Context: an optimization exercise on an open-source flow, tuned for small area. The choices shown serve that exercise and are no tape-out recipe.
Only simulation tests tie the RTL to the original design; equivalence was not proved.
Power figures rest on the tool's default switching activity, not on a simulated workload.

`flow/run.sh`:
```
#!/bin/bash
# synth_recipe.tcl (not shown) runs the flow's synth.tcl, then flattens the netlist and writes it again
# the make line also repeats each setting of config.mk as NAME=value (left out here)
make -C /OpenROAD-flow-scripts/flow DESIGN_CONFIG=/design/flow/config.mk WORK_HOME=/design/flow/orfs CLKGATE_MAP_FILE= SYNTH_SCRIPT=/design/flow/synth_recipe.tcl finish
```
`flow/config.mk`:
```
export PLATFORM = sky130hd
export DESIGN_NAME = IExecute
export DESIGN_NICKNAME = IExecute
export VERILOG_FILES = /design/flow/design.v
export SDC_FILE = /design/flow/constraint.sdc
export NUM_CORES = 4
export LEC_CHECK = 0
export CAP_MARGIN = 20
export CORE_MARGIN = 2
export CORE_UTILIZATION = 40
export SLEW_MARGIN = 20
```
`flow/constraint.sdc`:
```
create_clock -name core_clock -period 12.0 [get_ports {i_clk}]
set_input_delay 2.4000 -clock core_clock [delete_from_list [all_inputs] [get_ports {i_clk}]]
set_output_delay 2.4000 -clock core_clock [all_outputs]
set_load 0.01 [all_outputs]
```
`flow/design.v`:
```
module alu #(
   parameter N_BITS = 32,
   parameter N_OPCODE = 6
)
(  input [N_BITS-1:0]   i_datoA,
   input [N_BITS-1:0]   i_datoB,
   input [N_OPCODE-1:0] i_opcode,
   output reg  [N_BITS-1:0] o_aluResult,
   output                   o_cero
);
   always @(*) begin
      case(i_opcode)
         6'b000000:  o_aluResult = i_datoA & i_datoB;
         6'b000001:   o_aluResult = i_datoA | i_datoB;
         6'b000010:  o_aluResult = i_datoA + i_datoB;
         6'b000011: o_aluResult = $unsigned(i_datoA) + $unsigned(i_datoB);
         6'b000100:  o_aluResult = ~(i_datoA | i_datoB);
         6'b000101:  begin
                o_aluResult = i_datoA ^ i_datoB; 
                end
         6'b000110:  o_aluResult = i_datoA << i_datoB;
         6'b000111:  o_aluResult = i_datoA >> i_datoB;
         6'b001000:  o_aluResult = i_datoA >>> i_datoB;
         6'b001001: o_aluResult = i_datoB << i_datoA;
         6'b001010: o_aluResult = i_datoB >> i_datoA;
         6'b001011: o_aluResult = i_datoB >>> i_datoA;
         6'b001100: o_aluResult = $unsigned(i_datoA) - $unsigned(i_datoB);
         6'b001101:  o_aluResult = i_datoA - i_datoB;
         6'b001110:  o_aluResult = i_datoA < i_datoB;
         6'b001111:  o_aluResult = i_datoB << 16;
         6'b010000:   o_aluResult = (i_datoA + i_datoB) & 32'h000000ff;
         6'b010001:   o_aluResult = (i_datoA + i_datoB) & 32'h0000ffff;
         6'b010010:  o_aluResult = ($unsigned(i_datoA) + $unsigned(i_datoB)) & 32'h000000ff;
         6'b010011:  o_aluResult = ($unsigned(i_datoA) + $unsigned(i_datoB)) & 32'h0000ffff;
         default: o_aluResult = {N_BITS{1'b0}}; 
      endcase
   end 
   assign o_cero = (o_aluResult == 0);
endmodule
`timescale 1ns / 1ps
module aluControl#(
      parameter N_OPCODE  = 6,
      parameter N_ALUOP = 2
)
(  input  [N_OPCODE-1:0]  i_funct,  
   input  [N_OPCODE-1:0]  i_op,     
   input  [N_ALUOP-1:0] i_aluOp,  
   output reg [N_OPCODE-1:0] o_opcodeAlu
);
   always@(*) begin
      case(i_aluOp)
      2'b00:  
      begin
         case(i_op)  
            6'b100000: o_opcodeAlu = 6'b010000;  
            6'b100001: o_opcodeAlu = 6'b010001;  
            6'b100011: o_opcodeAlu = 6'b010001;  
            6'b100100: o_opcodeAlu = 6'b010010;  
            6'b100101: o_opcodeAlu = 6'b010011;  
            6'b100111: o_opcodeAlu = 6'b000011;  
            6'b101000: o_opcodeAlu = 6'b0;  
            6'b101001: o_opcodeAlu = 6'b0;  
            6'b101011: o_opcodeAlu = 6'b0;  
            default: o_opcodeAlu = {N_OPCODE{1'b1}};   
         endcase
      end
      2'b01:  
      begin
         case(i_op)
            6'b000100,
            6'b000101: o_opcodeAlu = {N_OPCODE{1'b1}};  
            default: o_opcodeAlu = {N_OPCODE{1'b1}};
         endcase
      end
      2'b10:  
      begin
         case(i_funct)  
            6'b100100: o_opcodeAlu = 6'b000000;  
            6'b100101: o_opcodeAlu = 6'b000001;  
            6'b100001: o_opcodeAlu = 6'b000011;  
            6'b100111: o_opcodeAlu = 6'b000100;  
            6'b100110: o_opcodeAlu = 6'b000101;  
            6'b000000: o_opcodeAlu = 6'b000010;  
            6'b000011: o_opcodeAlu = 6'b001000;  
            6'b000100: o_opcodeAlu = 6'b001001;  
            6'b000110: o_opcodeAlu = 6'b001010;  
            6'b000111: o_opcodeAlu = 6'b001010;  
            6'b100011: o_opcodeAlu = 6'b001100;  
            6'b100010: o_opcodeAlu = 6'b001101;  
            6'b101010: o_opcodeAlu = 6'b001110;  
            6'b001000: o_opcodeAlu = {N_OPCODE{1'b1}};  
            6'b001001: o_opcodeAlu = {N_OPCODE{1'b1}};  
            default: o_opcodeAlu = {N_OPCODE{1'b1}};  
         endcase
      end
      2'b11:  
      begin
         case(i_op)  
            6'b001111: o_opcodeAlu = 6'b001111;  
            6'b001000: o_opcodeAlu = 6'b000010;  
            6'b001100: o_opcodeAlu = 6'b000000;  
            6'b001101: o_opcodeAlu = 6'b000001;  
            6'b001110: o_opcodeAlu = 6'b000101;  
            6'b001010: o_opcodeAlu = 6'b001110;  
            default: o_opcodeAlu = {N_OPCODE{1'b1}};  
         endcase
      end
      default: o_opcodeAlu = {N_OPCODE{1'b1}};  
      endcase
   end  
endmodule
`timescale 1ns / 1ps
module fowarding_unit #(
   parameter N_BITS_REG = 6
)
(   
   input  [N_BITS_REG-1:0] i_rt_id,
   input  [N_BITS_REG-1:0] i_rs_id,
   input  [N_BITS_REG-1:0] i_rd_EX_MEM,
   input  i_regWrite_EX_MEM,
   input  [N_BITS_REG-1:0] i_rd_MEM_WB, 
   input  i_regWrite_MEM_WB,
   output reg [1:0] o_forwardA,
   output reg [1:0] o_forwardB
);
   reg [2:0] temp1_EX;   
   reg [2:0] temp2_EX;   
   reg [3:0] temp1_MEM;  
   reg [3:0] temp2_MEM;  
   always @(*) begin 
      o_forwardA = 2'b00;
      o_forwardB = 2'b00;
      temp1_EX = {i_regWrite_EX_MEM, 
                     (i_rd_EX_MEM != 0), 
                     (i_rd_EX_MEM == i_rs_id)};
      temp2_EX = {i_regWrite_EX_MEM, 
                     (i_rd_EX_MEM != 0), 
                     (i_rd_EX_MEM == i_rt_id)};
      if(temp1_EX == 3'b111)
         o_forwardA = 2'b10;  
      if(temp2_EX == 3'b111)
         o_forwardB = 2'b10;  
      temp1_MEM = {i_regWrite_MEM_WB, 
                     (i_rd_MEM_WB != 0),
                  ~(i_regWrite_EX_MEM && (i_rd_EX_MEM != 0) && (i_rd_EX_MEM == i_rs_id)), 
                     (i_rd_MEM_WB == i_rs_id)};
      temp2_MEM = {i_regWrite_MEM_WB, 
                     (i_rd_MEM_WB != 0),
                  ~(i_regWrite_EX_MEM && (i_rd_EX_MEM != 0) && (i_rd_EX_MEM == i_rt_id)), 
                     (i_rd_MEM_WB == i_rt_id)};
      if(temp1_MEM == 4'b1111)
         o_forwardA = 2'b01;  
      if(temp2_MEM == 4'b1111)
         o_forwardB = 2'b01;  
   end 
endmodule
`timescale 1ns / 1ps
module IExecute #(
   parameter N_BITS = 32,
   parameter N_BITS_REG = 5,
   parameter N_OPCODE = 6
)
(  input i_clk, i_reset,
   input  i_exec_mode,
   input  i_step,
   input [1:0] i_aluOP,  
   input i_aluSrc,
   input [N_BITS-1:0] i_datoLeido1,  
   input [N_BITS-1:0] i_datoLeido2,
   input [N_BITS-1:0] i_datoExtSigno,
   input [N_BITS-1:0] i_instruccion,  
   input [N_BITS_REG-1:0] i_rt_id,  
   input [N_BITS_REG-1:0] i_rd_id,  
   input [N_BITS_REG-1:0] i_rt_OR_rd,  
   input [N_BITS_REG-1:0] i_rd_EX_MEM,  
   input [N_BITS_REG-1:0] i_rd_MEM_WB,  
   input [N_BITS_REG-1:0] i_rs_id,      
   input [N_BITS-1:0] i_wbData,
   input [N_BITS-1:0] i_memData,
   input i_memToReg,
   input i_regWrite_EX_MEM,
   input i_regWrite_MEM_WB,
   input [1:0] i_branch,
   input i_memWrite,
   input [1:0]i_memRead,
   input i_regWrite,
   input i_halt,
   output reg [N_BITS-1:0] o_instruccion,
   output reg  o_ceroSignal,
   output reg  [N_BITS-1:0] o_aluResult,
   output reg [N_BITS-1:0] o_datoLeido2,
   output reg [N_BITS_REG-1:0] o_rd_data,  
   output reg [N_BITS_REG-1:0] o_rt_OR_rd,
   output reg o_memToReg,
   output reg [1:0] o_branch,
   output reg o_memWrite,
   output reg o_memRead,
   output reg o_regWrite,
   output reg o_halt
);
   wire  [N_BITS-1:0] w_aluResult;
   wire  w_ceroSignal;
   wire [1:0] w_forwardA;
   wire [1:0] w_forwardB;
   reg [N_BITS-1:0] dato1ALU;  
   reg [N_BITS-1:0] dato2ALU;  
   reg [N_BITS-1:0] dato2_preALU;  
   wire [N_OPCODE-1:0] aluOpcode;  
   reg memToReg;
   reg regWrite_EX_MEM;
   reg regWrite_MEM_WB;
   reg branch;
   reg memWrite;
   reg memRead;
   always @(*)begin  
      case(w_forwardA)
         2'b00: dato1ALU = i_datoLeido1; 
         2'b01: dato1ALU = i_wbData;
         2'b10: dato1ALU = i_memData;
         default: dato1ALU = 32'h00000000;
      endcase
   end 
   always @(*)begin  
      case(w_forwardB)
         2'b00: dato2_preALU = i_datoLeido2; 
         2'b01: dato2_preALU = i_wbData;
         2'b10: dato2_preALU = i_memData;
         default: dato2_preALU = 32'h00000000;
      endcase
   end 
   always @(*)begin  
      case(i_aluSrc)
         1'b0: dato2ALU = dato2_preALU;
         1'b1: dato2ALU = i_datoExtSigno;
         default: dato2ALU = 32'h00000000;
      endcase
   end 
   always@(posedge i_clk) begin: EX_MEM
      if(i_reset) begin
         o_memToReg <= 1'b0;
         o_branch   <= 1'b0;
         o_memWrite <= 1'b0;
         o_memRead  <= 1'b0;
         o_aluResult <= 32'h00000000;
         o_ceroSignal <= 1'b0;
         o_datoLeido2 <= 32'h00000000;
         o_rd_data <= 6'b000000;
         o_rt_OR_rd <= 6'b000000;
         o_regWrite  <= 1'b0;
      end 
      else begin
         if((i_exec_mode == 1'b0 || (i_exec_mode && i_step)))
         begin
            o_instruccion <= i_instruccion;
            o_memToReg <= i_memToReg;
            o_branch   <= i_branch;
            o_memWrite <= i_memWrite;
            o_memRead  <= i_memRead;
            o_aluResult <= w_aluResult;
            o_ceroSignal <= w_ceroSignal;
            o_datoLeido2 <= dato2_preALU; 
            o_rd_data <= i_rd_id; 
            o_rt_OR_rd <= i_rt_OR_rd; 
            o_regWrite  <= i_regWrite;
            o_halt      <= i_halt;
         end
      end 
   end 
   aluControl
   u_aluBlock (
      .i_aluOp(i_aluOP),   
      .i_funct(i_instruccion[5:0]),  
      .i_op(i_instruccion[31:26]),  
      .o_opcodeAlu(aluOpcode)  
   );
   alu
   u_alu_1(
      .i_datoA(dato1ALU),
      .i_datoB(dato2ALU),
      .i_opcode(aluOpcode),
      .o_aluResult(w_aluResult),
      .o_cero(w_ceroSignal)
   );
   fowarding_unit
   u_corto (
      .i_rt_id(i_rt_id),
      .i_rs_id(i_rs_id),
      .i_rd_EX_MEM(i_rd_EX_MEM),
      .i_regWrite_EX_MEM(i_regWrite_EX_MEM),
      .i_rd_MEM_WB(i_rd_MEM_WB),
      .i_regWrite_MEM_WB(i_regWrite_MEM_WB),
      .o_forwardA(w_forwardA),
      .o_forwardB(w_forwardB)
   );
endmodule
```
==> summary.md, run 1 <==
| Metric | Value |
|---|---|
| Antenna violations before repair | 7 |
| First-pass GRT wire length | 154.9 mm |
| Post-cts repair resize count | 0 |
| TritonCTS clock tree | done |
| Post-synth EDFFs | 33 |
| Slowest CP cell | nor2_2 |
| Drt first pass iters | 9 |
| Sw Ratio | 47.00% |
| Largest net degree at the start of global routing | 80 |
| Yosys top cell area share | 8.938% |
| CORE AREA | 45090 sq um |
| Setup Crit Path Kind | input pin to flip-flop |
| Fin area | 22910 sq um |
| Buffers on Ports | 351 |
| CP Data Arrival Time | 10.46 ns |
| Total grt overflow | 0 |
| CTS Root Cell | clkbuf_16 |
| Minimum clock period | 10.10 ns |
| Final Hold Vio Count | 0 |
| Number of nets in the layout | between 3000 and 4000 |
| Row cnt | slightly below 80 |
| Sw Pwr | 997.5 uW |
| Placed insts | around 3500 |
| Total GRT Usage | 44.57% |
| Worst relative slew slack | 13.82% |
| Worst Hold Class | flip-flop to flip-flop |
| Skew final | 0 ns |
| Worst vdd ir | 0.0001037 V |
| Routability cong. | 1.146 |
| Share of cells above drive strength 1 | under 10% |
| Synth top area cells | dfxtp_1 (8.9%), ha_1 (7.6%), mux2i_1 (5.7%) |
| Die height | 217.0 microns |
| Post-route antenna net violation count | 0 |
| HPWL after DPL | 86.90 mm |
| Register bit count reported by yosys | 114 |
| Area Overhead vs Synth | 26.30% |
| Finished Layout Cells | approximately 3500 |
| Sequential share of power | roughly a fifth |
| Logic pwr share | a little under three fifths |
| Hold WS | 0.4533 ns |
| Pint | 1125 uW |
| Post-synth ARST share | 0% |
| Max incr delay on CP | 0.86 ns |
| Clock sinks | 114 |
| Via count | 24590 |
| Postcts setup bufs | 0 |
| Synth Instances | ~2600 |
| Endpoints failing setup | 0 |
| Max Cap Viol | 0 |
| Clock Latency Late Sink | 0.45 ns |
| Post-synth top flop | dfxtp_1 |
| CP Max Fanout | 17 |
| Mapped cell area | 18140 sq um |
| Ports | 353 |
| Total CTS buffers | 17 |
| Starting density of the core | around two fifths |
| Deepest clock path buffer count | 2 |
| DR vias/cell | 7.057 |
| Clock power share | 23.2% |
| Die Footprint | 47080 sq um |
| Synth Warn # | 8 |
| Number of global-route vias before repair | roughly 23000 |
| # DRC | 0 |
| Die width | 217.0 microns |
| RSZ-0062 raised after global routing | no |
| Drt first-iter violations | 3967 |
| Pwr dens | 92.63 nW/um^2 |
| LEAKAGE | 0.008366 uW |
| Fillers | 4457 |
| Worst-margin pin slew | between 1 and 1.5 ns |
| TNS Setup | 0 ns |
| Reg clk slew, reported paths | 0.06 ns |
| Distinct cells, synth | 100 |
| Hold_buf cts | 0 |
| Fin crit share | 84.14% |
| Critical path required time | 12.36 ns |
| Crit path cell chain | clkdlybuf4s50_1 > xor2_1 > or4b_1 > nor2_2 > buf_4 > mux2i_1 > o21ai_0 > ha_1 > o21a_1 > o21ai_0 > or3_1 > or3_1 > a2111oi_0 > buf_4 > a31oi_1 > o221ai_1 > a41oi_1 > nor4_1 > nand4_1 > nor4_1 > nand3_1 > o31ai_2 |
| Cell taking the most area after synthesis | dfxtp_1 |
| Syn avg cell area | ~7 sq um |
| WL/cell | 31.32 microns |
| Total wire length | around 110 mm |
| Syn_nets | 2959 |
| Achievable Freq | between 90 and 100 MHz |
| Startpoint types | input pin |
| Max-slew violation count | 0 |
| Setup crit end kind | flip-flop |
| Power Total | 2122 uW |
| Outcome | no timing/DRC/antenna violations |
| Post-synthesis sequential area ratio | 14.40% |
| H-tree levels | 4 |
| Area post-placement | 22320 sq um |
[layer usage]
metal	GRT usage (%)	share of wire, %
met2	66.94	42
met5	0	0.035
met1	54.05	36
met3	12.54	13
met4	33.45	8.9
[cell families after synthesis]
| logic type | after synthesis | share of synthesized area (%) |
|---|---|---|
| AO/OA/AOI/OAI | 977 | 37.20 |
| AND/OR/NAND/NOR | 945 | 25.24 |
| buffers and inverters | 313 | 7.110 |
| multiplexers | 120 | 6.938 |
| flip-flops | 114 | 14.40 |
| adder cells (fa/ha/maj) | 112 | 7.807 |
| XOR/XNOR | 27 | 1.303 |
[through the flow]
stage          worst slack (ns)  util [%]
6_report                  1.903     50.82
2_1_floorplan             3.686         -
4_1_cts                   2.122     50.76
3_3_place_gp              1.874     49.50
3_5_place_dp              1.669     49.50
5_1_grt                   1.409     50.81
[path summary, 6_finish.rpt]
path / from / end / slack, ns / cells after the start
worst max register to register: o_aluResult[0] / o_aluResult[0] / 11.28 / 2
worst min-delay path: o_rt_OR_rd[1] / o_rt_OR_rd[1] / 0.45 / 2
worst min register to register: o_rt_OR_rd[1] / o_rt_OR_rd[1] / 0.45 / 2
worst max-delay path: i_rd_MEM_WB[4] / o_ceroSignal / 1.90 / 22
[power by group through the flow]
stage,clock network (uW),registers [uW],logic (uW)
floorplan,0,467,616
global placement,0,452,1110
detailed placement,0,453,1120
CTS,502,445,1120
global route,517,448,1230
finish,492,445,1190
[cell usage in the layout, fill, tap and decap left out, types with 13 or more instances in the layout]
master,count
a211oi_1,131
a21o_1,21
a21oi_1,202
a221oi_1,26
a22oi_1,26
a311oi_1,58
a31oi_1,40
and2_1,22
and3_1,14
buf_4,99
clkbuf_16,18
clkdlybuf4s50_1,349
dfxtp_1,81
edfxtp_1,33
ha_1,110
inv_1,98
mux2_2,13
mux2i_1,102
nand2_1,222
nand2b_1,15
nand3_1,76
nand4_1,52
nor2_1,228
nor2b_1,13
nor3_1,174
nor4_1,38
o211ai_1,32
o21a_1,14
o21ai_0,162
o21bai_1,18
o221ai_1,22
o22ai_1,42
o311ai_0,13
or3_1,15
or4_1,13
xnor2_1,16
[sequential cells by signal, indices dropped and copies added (netlist names), 2 cells and up]
signal and flops:
o_datoLeido2 32, o_aluResult 32, o_rt_OR_rd 5, o_rd_data 5, o_instruccion 32, o_branch 2
[cell usage after synthesis, types with 13 or more instances]
| master | instances |
|---|---|
| mux2i_1 | 103 |
| xnor2_1 | 16 |
| nor2b_1 | 14 |
| nor2_1 | 235 |
| o211ai_1 | 32 |
| a221oi_1 | 26 |
| nand3_1 | 77 |
| o311ai_0 | 13 |
| mux2_2 | 13 |
| buf_2 | 43 |
| a31oi_1 | 41 |
| o21ai_0 | 162 |
| or4_1 | 13 |
| o21a_1 | 14 |
| a21o_1 | 21 |
| nand2_1 | 222 |
| nand2b_1 | 16 |
| a311oi_1 | 58 |
| and3_1 | 14 |
| buf_1 | 23 |
| o22ai_1 | 42 |
| o21bai_1 | 18 |
| clkbuf_1 | 131 |
| a2111oi_0 | 13 |
| or3_1 | 15 |
| a22oi_1 | 26 |
| edfxtp_1 | 33 |
| a211oi_1 | 131 |
| nor3_1 | 176 |
| o221ai_1 | 22 |
| nor4_1 | 38 |
| and2_1 | 22 |
| a21oi_1 | 202 |
| dfxtp_1 | 81 |
| ha_1 | 110 |
| nand4_1 | 52 |
| inv_1 | 98 |
[critical path: cells and delay by family]
kind / cells / cell delay [ns]
and+or+nand+nor: 8 / 3.71
buffers and inverters: 3 / 1.05
xor gates and xnor gates: 1 / 0.23
muxes: 1 / 0.09
adders and majority gates: 1 / 0.33
AOI/OAI and AO/OA: 8 / 2.65
[area by class of cell]
| class | instances | area (sq um) | share of cell area [%] |
|---|---|---|---|
| sequential | 114 | 2613 | 11.40 |
| multi-input combinational | 2181 | 14320 | 62.47 |
| tap | 600 | 750.7 | 3.276 |
| timing repair buffer | 451 | 4267 | 18.62 |
| clock inverter | 14 | 120.1 | 0.5242 |
| antenna | 3 | 7.507 | 0.03276 |
| clock buffer | 18 | 450.4 | 1.966 |
| inverter | 104 | 390.4 | 1.704 |
==> run 2: changes to the inputs <==
==> flow/flow/run.sh (new file) <==
#!/bin/bash
cp standard.sh standard_sh_copy.log
export BUFFER_PORTS_ARGS="-buffer_cell sky130_fd_sc_hd__buf_1"
bash standard.sh > standard.log 2>&1
==> flow/standard.sh (new file) <==
#!/bin/bash
# synth_recipe.tcl (not shown) runs the flow's synth.tcl, then flattens the netlist and writes it again
# the make line also repeats each setting of config.mk as NAME=value (left out here)
make -C /OpenROAD-flow-scripts/flow DESIGN_CONFIG=/design/flow/config.mk WORK_HOME=/design/flow/orfs CLKGATE_MAP_FILE= SYNTH_SCRIPT=/design/flow/synth_recipe.tcl "${@:-finish}"
removed: flow/run.sh
==> summary.md, run 2 <==
| Metric | Value |
|---|---|
| CORE AREA | ~45000 sq um |
| Yosys top cell area share | 8.938% |
| Ports | 353 |
| First-pass GRT wire length | ~160 mm |
| TritonCTS clock tree | done |
| Reg clk slew, reported paths | 0.06 ns |
| Post-synthesis sequential area ratio | 14.40% |
| Final Hold Vio Count | 0 |
| Buffers on Ports | 351 |
| Crit path cell chain | buf_1 > or4_4 > o211ai_4 > buf_4 > nor3_1 > a311oi_1 > nor2_1 > ha_1 > o21a_1 > o21ai_0 > or3_1 > or3_1 > a2111oi_0 > buf_4 > a31oi_1 > o221ai_1 > a41oi_1 > nor4_1 > nand4_1 > nor4_1 > nand3_1 > o31ai_2 |
| Starting density of the core | 40.24% |
| Worst Hold Depth | 2 |
| Endpoints failing setup | 0 |
| Drt first-iter violations | roughly 3800 |
| Antenna violations before repair | 6 |
| Post-synth EDFFs | 33 |
| Share of cells above drive strength 1 | 7.804% |
| Critical path required time | 12.37 ns |
| Most frequent cells in the layout | buf_1 (349), nor2_1 (229), nand2_1 (222), a21oi_1 (201), nor3_1 (175) |
| Achievable Freq | 102.6 MHz |
| Slowest CP cell | a311oi_1 |
| CP Data Arrival Time | 10.12 ns |
| Top-count cell post-synth | nor2_1 |
| Max incr delay on CP | 0.80 ns |
| Hold_buf cts | 0 |
| Number of global-route vias before repair | 22620 |
| Largest registers | o_aluResult: 32 flops, o_datoLeido2: 32 flops, o_instruccion: 32 flops |
| Register bit count reported by yosys | around 110 |
| Mapped cell area | 18140 sq um |
| CTS Root Cell | clkbuf_16 |
| Drt first pass iters | 7 |
| Skew final | 0 ns |
| Post-route antenna net violation count | 0 |
| Syn avg cell area | 6.956 sq um |
| TNS Setup | 0 ns |
| Total CTS buffers | 17 |
| Minimum clock period | a little under 10 ns |
| WL/cell | approximately 32 microns |
| Synth Warn # | 8 |
| Number of nets in the layout | 3221 |
| Worst Hold Class | flip-flop to flip-flop |
| Fin crit share | 81.21% |
| Fin area | 20730 sq um |
| Post-synth ARST share | 0% |
| # DRC | 0 |
| Cell taking the most area after synthesis | dfxtp_1 |
| Synth top area cells | dfxtp_1 (8.9%), ha_1 (7.6%), mux2i_1 (5.7%) |
| RSZ-0062 raised after global routing | no |
| Startpoint types | input pin |
| CP Max Fanout | 28 |
| Max-slew violation count | 0 |
| Area post-placement | 20130 sq um |
| Total wire length | ~110 mm |
| Die width | 217.0 microns |
| Total grt overflow | 0 |
| Setup crit end kind | flip-flop |
| LEAKAGE | 0.007447 uW |
| Worst r2r path cells | 2 |
| Row cnt | just under 80 |
| Levels on crit path | 22 |
| Routability cong. | 1.113 |
| Worst relative slew slack | 14.24% |
| Worst-margin pin slew | about 1.3 ns |
| DR vias/cell | just over 7 |
| Setup Crit Path Kind | input pin to flip-flop |
| Distinct cells, synth | 100 |
| Syn_nets | roughly 3000 |
| Commonest non-fill, non-tap cell in the layout | buf_1 |
| Total GRT Usage | 45.56% |
| Synth Instances | 2608 |
| Die Footprint | between 40000 and 50000 sq um |
| Max Cap Viol | 0 |
| Pwr dens | about 99 nW/um^2 |
| H-tree levels | 4 |
| Post-synth top flop | dfxtp_1 |
| Post-cts repair resize count | 0 |
| Postcts setup bufs | 0 |
| Deepest clock path buffer count | 2 |
| Via count | 24970 |
| Die height | 217.0 microns |
| Synth cell count leaders | nor2_1 (235), nand2_1 (222), a21oi_1 (202) |
| Largest net degree at the start of global routing | 80 |
| CP Buf/Inv Count | 3 |
| Pre-CTS worst setup slack | around 2.0 ns |
| Outcome | no timing/DRC/antenna violations |
| Worst vdd ir | 0.0001044 V |
| Critical path's top delay family | simple AND/OR/NAND/NOR gates |
| Setup WS post-layout | 2.255 ns |
| Area Overhead vs Synth | 14.26% |
| Clock Latency Late Sink | 0.46 ns |
| HPWL after DPL | 90.01 mm |
| Clock sinks | 114 |
[run 2: routing by layer]
metal	vias up	wire (microns)	track usage [%]	share of wire (%)
li1	10620	-	-	-
met1	11800	41610	54.93	37
met2	2081	47190	68.84	42
met3	456	13350	12.29	12
met4	6	10230	35.09	9.1
met5	-	28	0	0.025
[run 2: logic make-up (layout without fill, tap and decap cells)]
family,Yosys count,count (layout),share of synthesized area [%]
other,0,4,0
multiplexers,120,120,6.938
buffers and inverters,313,588,7.110
flip-flops,114,114,14.40
XOR/XNOR,27,27,1.303
AO/OA/AOI/OAI,977,977,37.20
AND/OR/NAND/NOR,945,945,25.24
adder cells (fa/ha/maj),112,112,7.807
[run 2: layout make-up]
class | count | area [sq um]
timing repair buffer | 452 | 2078
antenna | 4 | 10.01
tap | 600 | 750.7
sequential | 114 | 2613
clock buffer | 19 | 452.9
inverter | 104 | 390.4
fill | 4715 | 24360
multi-input combinational | 2181 | 14310
clock inverter | 13 | 120.1
[run 2: worst paths after layout]
| kind | slack [ns] | endpoint | from |
|---|---|---|---|
| max | 2.26 | o_ceroSignal | i_rd_EX_MEM[4] |
| min | 0.45 | o_rd_data[1] | o_rd_data[1] |
| max reg2reg | 11.23 | o_aluResult[12] | o_aluResult[12] |
| min reg2reg | 0.45 | o_rd_data[1] | o_rd_data[1] |
[run 2: worst register-to-register path, delay by kind of cell, from the launching register on]
family	cells	cell delay [ns]
AND/OR/NAND/NOR	1	0.05
flip-flops	1	0.34
AO/OA/AOI/OAI	1	0.27
[run 2: stage by stage]
step                util (%)  hold WS, ns  total power [uW]  std cells
global route           45.95       0.4674              2119       3483
finish                 45.97       0.4469              2058       3487
CTS                    45.92       0.4525              2006       3483
global placement       44.65       0.4372              1484       3451
floorplan                  -       0.4761              1082       2608
detailed placement     44.65       0.4445              1498       3451
[run 2: power breakdown]
part | internal, uW | total (uW) | switching, uW | leakage [uW]
registers | 430 | 444 | 14.4 | 0.000987
logic | 326 | 1110 | 782 | 0.00618
clock network | 297 | 505 | 208 | 0.000278
total | 1050 | 2060 | 1000 | 0.00745

[what the ideal ports hide]
Ports are ideal in the flow. The routed layouts listed here were re-timed in OpenROAD. Step 1, drivers: a clkbuf_16 drives i_clk and a buf_2 each remaining input, both assumed. Step 2 moves the port delays by t, midway between the first and last clock arrival at a register: inputs arrive t later, outputs are due t later. That takes back most of the time a late clock gives input paths. Slacks: ideal / step 1 / step 2; pairs: ideal / step 1.
| run | t (ns) | slack for setup (ns) | worst register clock-pin slew, ns | worst slew at a driven data input, ns | cell pins on the clock port's net |
|---|---|---|---|---|---|
| run 1 | 0.515 | 1.903 / 1.945 / 1.430 | 0.07 / 0.07 | 0.10 | 1 |
| run 2 | 0.518 | 2.255 / 2.292 / 1.773 | 0.07 / 0.07 | 0.12 | 1 |
After both steps setup and hold are still met in every run listed. The setup slack of run 2, which loses most, moves by +0.037 ns with the drivers and by -0.482 ns with both steps.
